Context: an optimization exercise on an open-source flow, tuned for small area, a short achievable clock period and few clock cycles per item. The choices shown serve that exercise and are no tape-out recipe.
Function was not checked in any run shown here: the RTL went through the layout flow alone.
The flow treats the clock pin as an ideal source, which a real chip does not have.
Power is estimated from default activity; no workload was simulated.

File: config.mk
export PLATFORM = sky130hd
export DESIGN_NAME = top
export DESIGN_NICKNAME = top
export VERILOG_FILES = /design/flow/design.v
export SDC_FILE = /design/flow/constraint.sdc
export NUM_CORES = 4
export LEC_CHECK = 0
export ABC_AREA = 1
export CAP_MARGIN = 20
export CORE_MARGIN = 2
export CORE_UTILIZATION = 40
export PLACE_DENSITY = 0.6
export SLEW_MARGIN = 20
File: constraint.sdc
create_clock -name core_clock -period 13.0 [get_ports {clk}]
set_input_delay 2.6000 -clock core_clock [delete_from_list [all_inputs] [get_ports {clk}]]
set_output_delay 2.6000 -clock core_clock [all_outputs]
set_load 0.01 [all_outputs]
File: design.v
module top(input  logic [15:0] data_i,
           input  logic        valid_i,
           input  logic        clk,
           input  logic        rst_n,
           output logic        ready_o,
           output logic        valid_o,
           output logic [31:0] password_o);
    localparam int PW = 25;
    localparam int LO = 5;
    logic        got_n;    
    logic        rdy;      
    logic [15:0] cnt;      
    logic        z;        
    logic [15:0] x;        
    logic        xv;       
    logic        mv;       
    logic        big;      
    logic        big_in;   
    logic        big_nx;   
    assign ready_o = rdy;
    assign mv      = valid_i & got_n & rdy & rst_n;
    assign big     = xv & !rdy;
    assign big_in  = (data_i[14:11] != 4'd0) || (data_i[10:0] >= 11'd1600);
    assign big_nx  = x[14:0] >= 15'd3200;
    always_ff @(posedge clk) begin
        got_n <= rst_n & (got_n | valid_i);
        if (big) begin
            x[14:6] <= x[14:6] - 9'd25;
        end else begin
            x  <= data_i;
        end
        xv  <= rst_n & (big | mv);
        rdy <= !rst_n | (big ? !big_nx : !(mv & big_in));
    end
    logic [3:0]  qh;
    logic [6:0]  rh;
    assign qh[0] = (x[10:7] == 4'd1) | (x[10:7] == 4'd3) | (x[10:7] == 4'd4) | (x[10:7] == 4'd6) | (x[10:7] == 4'd9) | (x[10:7] == 4'd12);
    assign qh[1] = (x[10:7] == 4'd2) | (x[10:7] == 4'd3) | (x[10:7] == 4'd5) | (x[10:7] == 4'd6) | (x[10:7] == 4'd8) | (x[10:7] == 4'd9) | (x[10:7] == 4'd11) | (x[10:7] == 4'd12);
    assign qh[2] = (x[10:7] == 4'd4) | (x[10:7] == 4'd5) | (x[10:7] == 4'd6) | (x[10:7] == 4'd10) | (x[10:7] == 4'd11) | (x[10:7] == 4'd12);
    assign qh[3] = (x[10:7] == 4'd7) | (x[10:7] == 4'd8) | (x[10:7] == 4'd9) | (x[10:7] == 4'd10) | (x[10:7] == 4'd11) | (x[10:7] == 4'd12);
    assign rh[0] = 1'b0;
    assign rh[1] = 1'b0;
    assign rh[2] = (x[10:7] == 4'd1) | (x[10:7] == 4'd3) | (x[10:7] == 4'd4) | (x[10:7] == 4'd6) | (x[10:7] == 4'd9) | (x[10:7] == 4'd12);
    assign rh[3] = (x[10:7] == 4'd1) | (x[10:7] == 4'd2) | (x[10:7] == 4'd4) | (x[10:7] == 4'd5) | (x[10:7] == 4'd8) | (x[10:7] == 4'd11);
    assign rh[4] = (x[10:7] == 4'd1) | (x[10:7] == 4'd2) | (x[10:7] == 4'd3) | (x[10:7] == 4'd8) | (x[10:7] == 4'd9) | (x[10:7] == 4'd10);
    assign rh[5] = (x[10:7] == 4'd2) | (x[10:7] == 4'd5) | (x[10:7] == 4'd7) | (x[10:7] == 4'd9) | (x[10:7] == 4'd12);
    assign rh[6] = (x[10:7] == 4'd3) | (x[10:7] == 4'd6) | (x[10:7] == 4'd7) | (x[10:7] == 4'd10);
    logic [7:0]  hs;
    logic        hg1, hg2;
    logic [3:0]  q_h;
    logic [6:0]  r_h;
    logic [6:0]  a_h;      
    assign hs  = {1'b0, rh} + {1'b0, x[6:0]};
    assign hg2 = hs >= 8'd200;
    assign hg1 = hs >= 8'd100;
    assign r_h = hg2 ? 7'(hs - 8'd200) : hg1 ? 7'(hs - 8'd100) : hs[6:0];
    assign q_h = qh + {2'd0, hg2, hg1 & !hg2};
    assign a_h = x[15] ? r_h : 7'(7'd100 - r_h);
    logic [3:0] q1;
    logic [6:0] a1;
    logic       d1, i1;
    logic       xm;        
    assign xm = xv & rdy;
    always_ff @(posedge clk) begin
        q1 <= xm ? q_h : 4'd0;
        a1 <= xm ? a_h : 7'd0;
        d1 <= x[15] | !xm;
        i1 <= big;
    end
    logic [6:0] dial;
    logic [7:0] a;
    logic       ge, le, hit;
    logic [6:0] ndial;
    assign a = {1'b0, dial} + {1'b0, a1};
    assign ge    = a[7] | (a[6] & a[5] & (a[4] | a[3] | a[2]));
    assign le    = !ge | (a == 8'd100);
    assign hit   = d1 ? ge : (le && dial != 7'd0);
    assign ndial = ge ? 7'(a - 8'd100) : a[6:0];
    logic [PW-1:0] pw;
    logic [LO:0]   lo;
    logic [PW-LO-1:0] hi_n;
    assign lo = {1'b0, pw[LO-1:0]} + (LO+1)'({i1, q1}) + (LO+1)'(hit);
    always_comb
        for (int i = 0; i < PW - LO; i++)
            hi_n[i] = pw[LO + i] ^ (lo[LO] & &(pw[PW-1:LO] | ~((PW-LO)'((1 << i) - 1))));
    always_ff @(posedge clk) begin
        if (!got_n) begin
            dial <= 7'd50;
            pw   <= '0;
        end else begin
            dial <= ndial;
            pw   <= {hi_n, lo[LO-1:0]};
        end
    end
    assign z = got_n & (cnt == 16'd0) & !xv;
    always_ff @(posedge clk) begin
        if (!got_n) cnt <= data_i;
        else        cnt <= cnt - {15'd0, xv & !i1};
        valid_o <= rst_n & z;
    end
    assign password_o = {{(32 - PW){1'b0}}, pw};
endmodule
File: flow/run.sh
#!/bin/bash
# The standard layout (the standard.sh: ORFS synthesis to final layout),
# with: port buffers of sky130_fd_sc_hd__buf_2 cells instead of the slower
# delay buffers buffer_ports picks on its own; a clock tree of clkbuf_8 cells
# without dummy loads; and ORFS's timing repair aiming for 9.25 ns of setup
# slack (a 3.75 ns cycle) instead of 0.
set -euo pipefail
bash standard.sh BUFFER_PORTS_ARGS="-buffer_cell sky130_fd_sc_hd__buf_2" \
    CTS_ARGS="-sink_clustering_enable -repair_clock_nets -dont_use_dummy_load -buf_list sky130_fd_sc_hd__clkbuf_8 -sink_clustering_size 30 -sink_clustering_max_diameter 100" \
    SETUP_SLACK_MARGIN=9.25 \
    finish > standard.log 2>&1
File: standard.sh
#!/bin/bash
# synth_recipe.tcl (not shown) runs the flow's synth.tcl, then flattens the netlist and writes it again
# the make line also repeats each setting of config.mk as NAME=value (left out here)
make -C /OpenROAD-flow-scripts/flow DESIGN_CONFIG=/design/flow/config.mk WORK_HOME=/design/flow/orfs CLKGATE_MAP_FILE= SYNTH_SCRIPT=/design/flow/synth_recipe.tcl "${@:-finish}"
==> results of run 1 <==
==> cells in the mapped netlist, drive strengths merged <==
master   instances  area, um2
fa               5        100
edfxtp           7        210
a21oi           48        248
and2             1       8.76
o211ai           2       15.0
nor4b            1       8.76
o311ai           1       8.76
ha              32        400
nand4            9       56.3
clkbuf           8       30.0
o2111ai          1       8.76
or3              1       11.3
dfxtp           74       1480
a21boi           1       18.8
nand2          121        512
xor2            13        114
nand3b           3       22.5
nand3           32        193
a22oi            1       7.51
inv             88        330
o21ai           47        243
a31oi            5       31.3
nor2            77        317
buf              9       62.6
conb             1       3.75
nor3            11       71.3
clkinv           1       5.00
or2              8       50.1
xnor2            7       68.8
nor3b            1       18.8
nor4             6       37.5
o22ai            3       18.8
==> per-layer routing <==
layer / track usage (%) / vias up
met5: 0 / -
met4: 3.82 / 0
met3: 4.81 / 8
met2: 28.2 / 78
met1: 21.4 / 1860
li1: - / 2119
==> state kept, by name (all words and copies together) (netlist names) <==
signal   flops
q1           4
valid_o      1
dial         7
rdy          1
xv           1
a1           7
pw          25
cnt         16
got_n        1
i1           1
d1           1
x           16
==> layout by cell type, fill, tap and decap left out, drive strengths merged <==
| cell type | synthesis | final |
|---|---|---|
| buf | 9 | 55 |
| o311ai | 1 | 1 |
| nand3b | 3 | 3 |
| nor3 | 11 | 11 |
| o21ai | 47 | 47 |
| o22ai | 3 | 3 |
| edfxtp | 7 | 7 |
| inv | 88 | 89 |
| nand2 | 121 | 121 |
| nand3 | 32 | 32 |
| dfxtp | 74 | 74 |
| a21oi | 48 | 48 |
| o211ai | 2 | 2 |
| fa | 5 | 5 |
| a22oi | 1 | 1 |
| nor2 | 77 | 77 |
| xnor2 | 7 | 7 |
| xor2 | 13 | 13 |
| nor4b | 1 | 1 |
| ha | 32 | 32 |
| a21boi | 1 | 1 |
| nor3b | 1 | 1 |
| and2 | 1 | 1 |
| o2111ai | 1 | 1 |
| nand4 | 9 | 9 |
| or3 | 1 | 1 |
| nor4 | 6 | 6 |
| conb | 1 | 7 |
| or2 | 8 | 8 |
| clkbuf | 8 | 9 |
| a31oi | 5 | 5 |
==> power by group <==
group          switching (uW)  internal [uW]  total, uW
combinational             130           87.0        217
sequential               15.2            269        285
clock                    79.6           61.9        141
total                     224            418        643
==> stage by stage <==
step	worst slack (ns)	power, uW	hold slack [ns]	area [um2]
floorplan	9.59	438	0.455	4730
global placement	9.38	473	0.463	5050
detailed placement	9.26	479	0.467	5050
CTS	9.27	622	0.476	5190
global route	9.23	691	0.512	5360
finish	9.34	643	0.475	5360
==> cell families after synthesis <==
kind of cell    count (synthesis)
simple gates                  271
compound gates                109
other cells                     1
buf+inv                       106
fa+ha+maj                      37
flops                          81
xor+xnor                       20
==> timing repair <==
| action | 4_1_cts | 5_1_grt |
|---|---|---|
| setup endpoints to repair | 1 | 22 |
| gates resized for setup | 2 | 31 |
| setup buffers | 0 | 9 |
| pin swaps | 0 | 11 |
| gates cloned | 0 | 0 |
==> cell type report <==
class / count / area (um2) / share of cell area (%)
Clock buffer: 9 / 124 / 2.31
Inverter: 89 / 337 / 6.28
Multi-Input combinational cell: 444 / 2720 / 50.8
Timing Repair Buffer: 55 / 300 / 5.61
Tap cell: 143 / 179 / 3.34
Sequential cell: 81 / 1700 / 31.7
==> how the worst max path moves through the flow <==
stage	start	to	slack (ns)	cells past startpoint
CTS	dial[0]$_SDFF_PN0_	pw[4]$_SDFF_PN0_	9.27	20
floorplan	dial[0]$_SDFF_PN0_	pw[4]$_SDFF_PN0_	9.59	20
global placement	dial[0]$_SDFF_PN0_	pw[6]$_SDFF_PN0_	9.38	21
finish	pw[16]$_SDFF_PN0_	password_o[16]	9.34	1
detailed placement	dial[0]$_SDFF_PN0_	pw[6]$_SDFF_PN0_	9.26	22
global route	a1[0]$_SDFF_PN0_	pw[4]$_SDFF_PN0_	9.23	19
==> summary.txt, run 1 <==
1st-iter DRT viols - 203
met3 wire length - 380 um
number of distinct library cells after synthesis - 48
Nets - 736
Via density - 4.95
Max Cap Viol - 0
Fin Clk Skew - 0.0266 ns
Worst setup SP type - flop
Gate Count Post-Synth - 625
final wirelength - 10300 um
Ys Warns - 1
Hold EP - pw[24]$_SDFF_PN0_
CP Cell Sequence - buf_2
hold crit path type - reg2reg
Num CTS Buffers - 9
maximum vdd drop - 0.0754 mV
largest buffer count on any clock path - 2
I/O pins - 53
Finished Layout Cells - 821
total gr overflow - 0
antenna violations before repair - 0
fillcell total - 1158
Clock Sinks - 81
Mapped Area - 0.00471 mm2
CP top delay family - flip-flops
RR Startpoint - dial[0]$_SDFF_PN0_
die width - 113 um
core area - 0.0115 mm2
site row count - 39
Worst slew margin - 56.8%
initial core utilization - 41.1%
CP peak stage delay - 0.51 ns
Final Slew Violations - 0
Worst Path Max Fanout - 9
endpoint class of the critical path - output port
RSZ-0062 raised after global routing - yes
I/O Buffers - 45
post-route core utilization - 46.7%
FF+latch count, synth - 81
status - finished clean
Post-Synth Adder-Cell Area - 10.6%
Initial DRT Pass Iterations - 5
first-pass GRT wire length - 17400 um
worst reg-to-reg path cell count - 19
vias post-DR - 4065
root buffer cell - clkbuf_8
CP max-delay cell - dfxtp_1
Post-CTS Hold Buffers - 0
TritonCTS clock tree - yes
number of global-route vias before repair - 3843
die area - 0.0127 mm2
WP buf/inv - 1
Max Fclk - 0.273 GHz
met2 routed WL - 4960 um
min cycle time layout - 3.66 ns
Pleak - 0.00258 uW
clock input transition at the sequential cells of the worst setup and hold paths - 0.07 ns
GRT Total Usage - 16.7%
DP HPWL - 7920 um
drt drc - 0
placed insts - 803
top routing layer in use - met4
pwr/cell area - 120 mW/mm2
Routed Antenna Nets - 0
share of layout cells above drive strength 1 - 20.8%
# diodes - 0
Final Hold Vio Count - 0
HP Start - pw[24]$_SDFF_PN0_
Die Ht - 113 um
reg-to-reg setup timing slack - 9.42 ns
mux share of post-synthesis cell area - 0%
Placer Congestion - 0.894
Worst EP arrival - 1.06 ns
main combinational cell family by area after synthesis - simple AND/OR/NAND/NOR gates
Avg Inst Size Synth - 7.54 um2
register area share after synthesis - 35.9%
worst-skew pair later-pin latency - 0.36 ns
TNS Setup - 0 ns
CTS H-tree depth - 3
CP Class - reg2out
Metal-1 WL - 4840 um
Synth Area in Simple Gates - 27.7%
FF-to-FF End - pw[4]$_SDFF_PN0_
compound-cell area share of the yosys netlist - 12.7%
synthesized-area fraction occupied by xor and xnor cells - 3.88%
Required @ worst endpoint - 10.40 ns
hold path depth - 2
Area growth syn-to-layout - 13.7%
endpoints failing setup - 0
Worst-Margin Slew - 0.648 ns
Final Cycle Share - 28.1%
pin count of the biggest net entering global routing - 35
DR WL/cell - 12.6 um
==> run 2: changes to the inputs <==
--- a/design.v
+++ b/design.v
@@ -12,4 +12,5 @@
     logic [15:0] cnt;      
     logic        z;        
+    logic        z1;       
     logic [15:0] x;        
     logic        xv;       
@@ -70,5 +71,5 @@
     logic [6:0] dial;
     logic [7:0] a;
-    logic       ge, le, hit;
+    logic       ge, le, hit, hit1;
     logic [6:0] ndial;
     assign a = {1'b0, dial} + {1'b0, a1};
@@ -80,5 +81,5 @@
     logic [LO:0]   lo;
     logic [PW-LO-1:0] hi_n;
-    assign lo = {1'b0, pw[LO-1:0]} + (LO+1)'({i1, q1}) + (LO+1)'(hit);
+    assign lo = {1'b0, pw[LO-1:0]} + (LO+1)'({i1, q1}) + (LO+1)'(hit1);
     always_comb
         for (int i = 0; i < PW - LO; i++)
@@ -87,7 +88,9 @@
         if (!got_n) begin
             dial <= 7'd50;
+            hit1 <= 1'b0;
             pw   <= '0;
         end else begin
             dial <= ndial;
+            hit1 <= hit;
             pw   <= {hi_n, lo[LO-1:0]};
         end
@@ -97,5 +100,6 @@
         if (!got_n) cnt <= data_i;
         else        cnt <= cnt - {15'd0, xv & !i1};
-        valid_o <= rst_n & z;
+        z1      <= z;
+        valid_o <= rst_n & z & z1;
     end
     assign password_o = {{(32 - PW){1'b0}}, pw};
==> flow/run.sh (replaced) <==
#!/bin/bash
# The standard layout (the standard.sh: ORFS synthesis to final layout),
# with: port buffers of sky130_fd_sc_hd__buf_2 cells instead of the slower
# delay buffers buffer_ports picks on its own; a clock tree of one clkbuf_16
# that drives every flip-flop (flow/one_buffer_cts.tcl, in place of the
# H-tree clock_tree_synthesis builds); and ORFS's timing repair aiming for
# 9.25 ns of setup slack (a 3.75 ns cycle) instead of 0.
set -euo pipefail
bash standard.sh BUFFER_PORTS_ARGS="-buffer_cell sky130_fd_sc_hd__buf_2" \
    PRE_CTS_TCL="$PWD/flow/one_buffer_cts.tcl" \
    SETUP_SLACK_MARGIN=9.25 \
    finish > standard.log 2>&1
==> flow/one_buffer_cts.tcl (new file) <==
# Sourced by ORFS's cts.tcl just before it calls clock_tree_synthesis (as
# PRE_CTS_TCL).  The design has under a hundred flip-flops, close together:
# instead of an H-tree of clock buffers, one sky130_fd_sc_hd__clkbuf_16 at
# the centre of the flip-flops drives every clock pin, and the clock port
# drives only that buffer.
rename clock_tree_synthesis orfs_clock_tree_synthesis
proc clock_tree_synthesis { args } {
  set block [ord::get_db_block]
  set dbu [$block getDbUnitsPerMicron]
  set sx 0.0
  set sy 0.0
  set n 0
  foreach iterm [[$block findNet clk] getITerms] {
    set inst [$iterm getInst]
    set box [$inst getBBox]
    set sx [expr {$sx + ([$box xMin] + [$box xMax]) / 2.0}]
    set sy [expr {$sy + ([$box yMin] + [$box yMax]) / 2.0}]
    incr n
  }
  set x [expr {$sx / $n / $dbu}]
  set y [expr {$sy / $n / $dbu}]
  puts "one_buffer_cts: $n clock pins, buffer at ($x, $y) um"
  insert_buffer -buffer_cell sky130_fd_sc_hd__clkbuf_16 -net clk \
    -location [list $x $y] -buffer_name clkbuf_root -net_name clknet_root
  [$block findNet clknet_root] setSigType CLOCK
  [$block findNet clk] setSigType CLOCK
  set_propagated_clock [all_clocks]
}
==> run 2 against run 1 <==
Against the previous run:
- the run now fails in clock tree synthesis
- area after synthesis fell by 2.2%
- synthesized cell count fell by 2.1%
==> summary.txt, run 2 <==
status - stopped before the end
last stage reached - clock tree synthesis
Err - Error: cts.tcl, 36 invalid command name "NULL"
Post-synth EDFFs - 7
Mapped Area - 0.00461 mm2
register area share after synthesis - 37.6%
I/O Buffers - 45
ys async rst share - 0%
Ys Warns - 1
main combinational cell family by area after synthesis - simple AND/OR/NAND/NOR gates
Gate Count Post-Synth - 612
FF+latch count, synth - 83
Placer Congestion - 0.825
Post-Synth Adder-Cell Area - 10.9%
post-synth top area share - 33.0%
DP HPWL - 7340 um
mux share of post-synthesis cell area - 0.299%
placed cell areas - 0.00495 mm2
synth cell count leaders - nand2_1, inv_1, dfxtp_1
compound-cell area share of the yosys netlist - 12.8%
initial core utilization - 40.7%
Synth Area in Simple Gates - 24.6%
I/O pins - 53
synthesized-area fraction occupied by xor and xnor cells - 4.72%
Synth Flop Type - dfxtp_1
cell accounting for the most synthesized area - dfxtp_1
die width - 111 um
number of distinct library cells after synthesis - 44
synth top area cells - dfxtp_1, nand2_1, ha_1
Die Ht - 111 um
site row count - 39
Avg Inst Size Synth - 7.53 um2
top-count cell post-synth - nand2_1
## run 2: power groups by stage
stage / registers, uW / logic, uW / clock network (uW)
after floorplan: 289 / 149 / 0
after global placement: 293 / 175 / 0
after detailed placement: 293 / 180 / 0
## run 2: worst max path at each step
stage	startpoint	endpoint	slack, ns
2_1_floorplan	x[10]$_DFF_P_	q1[2]$_SDFF_PN0_	9.80
3_3_place_gp	data_i[7]	rdy$_DFF_P_	9.52
3_5_place_dp	data_i[7]	rdy$_DFF_P_	9.49
## run 2: logic make-up after synthesis
kind of cell	count (synthesis)
AND/OR/NAND/NOR	254
AO/OA/AOI/OAI	108
buffers and inverters	104
flip-flops	83
adder cells (fa/ha/maj)	37
XOR/XNOR	24
other	1
multiplexers	1
## run 2: per-stage QoR
step	utilization, %	instances	setup WS, ns
2_1_floorplan	-	618	9.80
3_3_place_gp	43.7	789	9.52
3_5_place_dp	43.7	789	9.49

-- what the ideal ports hide --
Ports are ideal in the flow. The routed layout listed here was re-timed in OpenROAD. Step 1, drivers: a clkbuf_16 drives clk and a buf_2 each remaining input, both assumed. Step 2 moves the port delays by t, midway between the first and last clock arrival at a register: inputs arrive t later, outputs are due t later. That takes back most of the time a late clock gives input paths. Slacks: ideal ports / drivers / drivers and shift; pairs: ideal ports / drivers.
run: run 1
t, ns: 0.380
setup WS [ns]: 9.341 / 9.308 / 9.421
hold WS [ns]: 0.475 / 0.475 / 0.475
worst setup path at the end: register to register
cell pins on the clock port's net: 1
After both steps run 1 still meets setup and hold. The setup slack of run 1 moves by -0.033 ns with the drivers and by +0.080 ns with both steps.
